Source: an optimization exercise on an open RTL-to-GDS flow (aim: small area). Production flows keep margins and buffers that such runs may drop. The RTL was checked by simulation tests, not by an equivalence proof against the original design. Power and IR drop assume default switching activity.

==> flow/design.v <==
module remessagizer
  ( CLK, RESET,
    packet, packetValid,
    message, messageValid );
   input               CLK;
   input               RESET;
   input [7:0]         packet;
   input               packetValid;
   output [7:0]        message;
   output reg          messageValid;
   localparam R    = 210;         
   localparam D    = 4;           
   localparam S    = 32;          
   localparam NTAP = (R + S - 1) / S;
   reg [2:0]           hp;       
   reg                 indata;   
   reg [3:0]           prem;     
   reg [7:0]           mrem;     
   wire                dbyte  = packetValid & indata;
   wire                hbyte  = packetValid & ~indata & (hp == 3'd4) & (mrem == 8'd0);
   wire                wr     = dbyte | hbyte;           
   wire                done   = dbyte & (mrem == 8'd1);   
   always @(posedge CLK) begin
      if (RESET)
        mrem <= 8'd0;
      else if (hbyte)
        mrem <= packet;
      else if (dbyte)
        mrem <= mrem - 8'd1;
   end
   always @(posedge CLK) begin
      if (RESET | ~packetValid) begin
         hp <= 3'd0;
         indata <= 1'b0;
      end else if (~indata) begin
         hp <= hp + 3'd1;
         if (hp == 3'd5)
           prem <= packet[3:0];
         if (hp == 3'd7)
           indata <= 1'b1;
      end else begin
         prem <= prem - 4'd1;
         if (prem == 4'd1) begin
            indata <= 1'b0;
            hp <= 3'd4;
         end
      end
   end
   reg [8*D-1:0]       dl;
   reg [D-1:0]         f;
   reg [D-1:0]         dd;       
   wire [8*D-1:0]      age;
   wire [D-1:0]        pend;
   assign age  = {dl[8*D-1:8], packet};
   assign pend = {f[D-1:1], wr};
   reg [7:0]           p_w;      
   wire                portok = (p_w % D == 0);
   wire                wnow   = portok & (pend != 0);
   wire [7:0]          pa = 8'd1 << p_w[7:5];
   wire [7:0]          pb = {8{wnow}} & (8'd1 << p_w[4:2]);
   reg [D-1:0]         sel;      
   reg [7:0]           wdata;
   integer             i;
   always @* begin
      sel = 0;
      for (i = 0; i < D; i = i + 1)
        if (pend[i])
          sel = 1 << i;
      wdata = 8'd0;
      for (i = 0; i < D; i = i + 1)
        wdata = wdata | (age[8*i +: 8] & {8{sel[i]}});
   end
   always @(posedge CLK) begin
      dl[8*D-1:8] <= age[8*D-9:0];
      f[D-1:1] <= pend[D-2:0] & ~(sel[D-2:0] & {(D-1){wnow}});
      dd[D-1:1] <= {dd[D-2:1], done};
      if (RESET) begin
         f[D-1:1] <= 0;
         dd[D-1:1] <= 0;
      end
   end
   reg [7:0]           h;        
   reg [4:0]           cnt;      
   reg [7:0]           drem;     
   wire [7:0]          tapno   = h / S;
   wire                attap   = (h % S == 0);
   wire                start   = ~messageValid & (cnt != 5'd0) & attap;
   wire                consume = start | messageValid;
   wire                sweep   = (p_w <= h);    
   reg [8*R-1:0]       ring;
   wire [8*R-1:0]      ring_t;   
   wire [8*NTAP-1:0]   tapv;
   wire [7:0]          tapval = tapv[8*tapno +: 8];
   assign message = messageValid ? tapval : 8'd0;
   genvar j;
   generate
      for (j = 0; j < R; j = j + 1) begin : st
         localparam P   = (j + R - 1) % R;       
         localparam INV = ((P / D) % 2 == 1);    
         wire [7:0] prev = ring_t[8*P +: 8];
         assign ring_t[8*j +: 8] = ring[8*j +: 8] ^ {8{INV}};
         if (P % D == 0) begin : port
            wire       clr;
            if (P % S == 0) begin : tap
               if (P == 0)
                 assign clr = (consume & (tapno == 0)) | sweep;
               else
                 assign clr = consume & (tapno == P / S);
               assign tapv[8*(P/S) +: 8] = prev;
            end else begin : notap
               assign clr = 1'b0;
            end
            wire       we = pa[P/32] & pb[(P/D)%8];
            wire [7:0] nxt = (prev & {8{~clr}}) | (wdata & {8{we}});
            always @(posedge CLK)
              ring[8*j +: 8] <= nxt ^ {8{INV}};
         end else begin : plain
            always @(posedge CLK)
              ring[8*j +: 8] <= ring[8*P +: 8];
         end
      end
   endgenerate
   always @(posedge CLK) begin
      if (RESET) begin
         messageValid <= 1'b0;
         cnt <= 5'd0;
         p_w <= 8'd0;
         h <= 8'd0;
      end else begin
         cnt <= cnt + {4'd0, dd[D-1]} - {4'd0, start};
         if (start) begin
            drem <= tapval;
            messageValid <= 1'b1;
         end else if (messageValid) begin
            drem <= drem - 8'd1;
            if (drem == 8'd1)
              messageValid <= 1'b0;
         end
         if (~wnow)
           p_w <= (p_w == R - 1) ? 8'd0 : p_w + 8'd1;
         if (~consume)
           h <= (h == R - 1) ? 8'd0 : h + 8'd1;
      end
   end
endmodule
clock: 10.0 ns
lec_check: 0
cap_margin: 20
core_margin: 10
core_utilization: 40
cts_cluster_diameter: 45
cts_cluster_size: 34
slew_margin: 20
run.sh (not shown) runs the stock make flow with config.mk's settings and CLKGATE_MAP_FILE= SYNTH_SCRIPT=/design/flow/synth_recipe.tcl, a recipe that flattens the netlist after the stock synthesis.
Then changed:
--- a/flow/config.mk
+++ b/flow/config.mk
@@ -11,2 +11,3 @@
-export CTS_CLUSTER_DIAMETER = 45
-export CTS_CLUSTER_SIZE = 34
+export CTS_BUF_LIST = sky130_fd_sc_hd__clkbuf_8
+export CTS_CLUSTER_DIAMETER = 70
+export CTS_CLUSTER_SIZE = 19
After rerunning:
- core utilization came out lower by 2.7 points
- cell count went down by 2.2%
- cell area decreases by 5.8%
- clock power went down by 44%
- global-route usage fell by 0.19 points
- clock-buffer cell count fell by 15
- non-clock buffer count stays the same
- fmax is lower by 1.1%
- flip-flop and latch count stays the same
Then changed:
--- a/flow/config.mk
+++ b/flow/config.mk
@@ -12 +12 @@
-export CTS_CLUSTER_DIAMETER = 70
+export CTS_CLUSTER_DIAMETER = 90
Count of clock-buffer cells in the layout came out lower by 1.
Wire length came out lower by 0.44%.
Register-to-register slack stays flat.
Core utilization hardly moves.
Power came out lower by 0.58%.
Maximum frequency came out lower by 0.31%.
Then changed:
--- a/flow/config.mk
+++ b/flow/config.mk
@@ -11,3 +11,3 @@
-export CTS_BUF_LIST = sky130_fd_sc_hd__clkbuf_8
-export CTS_CLUSTER_DIAMETER = 90
-export CTS_CLUSTER_SIZE = 19
+export CTS_BUF_LIST = sky130_fd_sc_hd__clkbuf_4
+export CTS_CLUSTER_DIAMETER = 40
+export CTS_CLUSTER_SIZE = 10
=> Routed wire length goes up by 1.8%. Clock power goes up by 13%. Power rises by 3.3%. Maximum frequency drops by 6.5%. Setup slack loses 0.37 ns. Core utilization goes up by 0.45 points. Sequential power is about the same. Cell area rose by 1.0%.

-- port drivers added, routing unchanged --
The flow's constraints put no driver on any port. The routed layouts listed below were extracted and timed again, unchanged, in two steps. Step 1 (the two cells are an assumption about what drives the block):
set clk [get_ports {CLK}]
set_driving_cell -lib_cell sky130_fd_sc_hd__clkbuf_16 $clk
set_driving_cell -lib_cell sky130_fd_sc_hd__buf_2 [delete_from_list [all_inputs] $clk]
Step 2 moves the port delays by t, midway between the first and last clock arrival at a register: inputs arrive t later, outputs are due t later. That takes back most of the time a late clock gives input paths. Slacks: ideal ports / drivers / drivers and shift; pairs: ideal ports / drivers.
run	t, ns	slack for setup (ns)	worst setup path after step 2
the first run	0.752	4.712 / 4.649 / 5.328	input to register
the second run	0.799	4.654 / 4.592 / 5.331	input to register
the third run	0.798	4.638 / 4.578 / 5.328	input to register
the fourth run	1.141	4.266 / 4.203 / 5.327	input to register
After both steps every run listed still meets setup and hold.
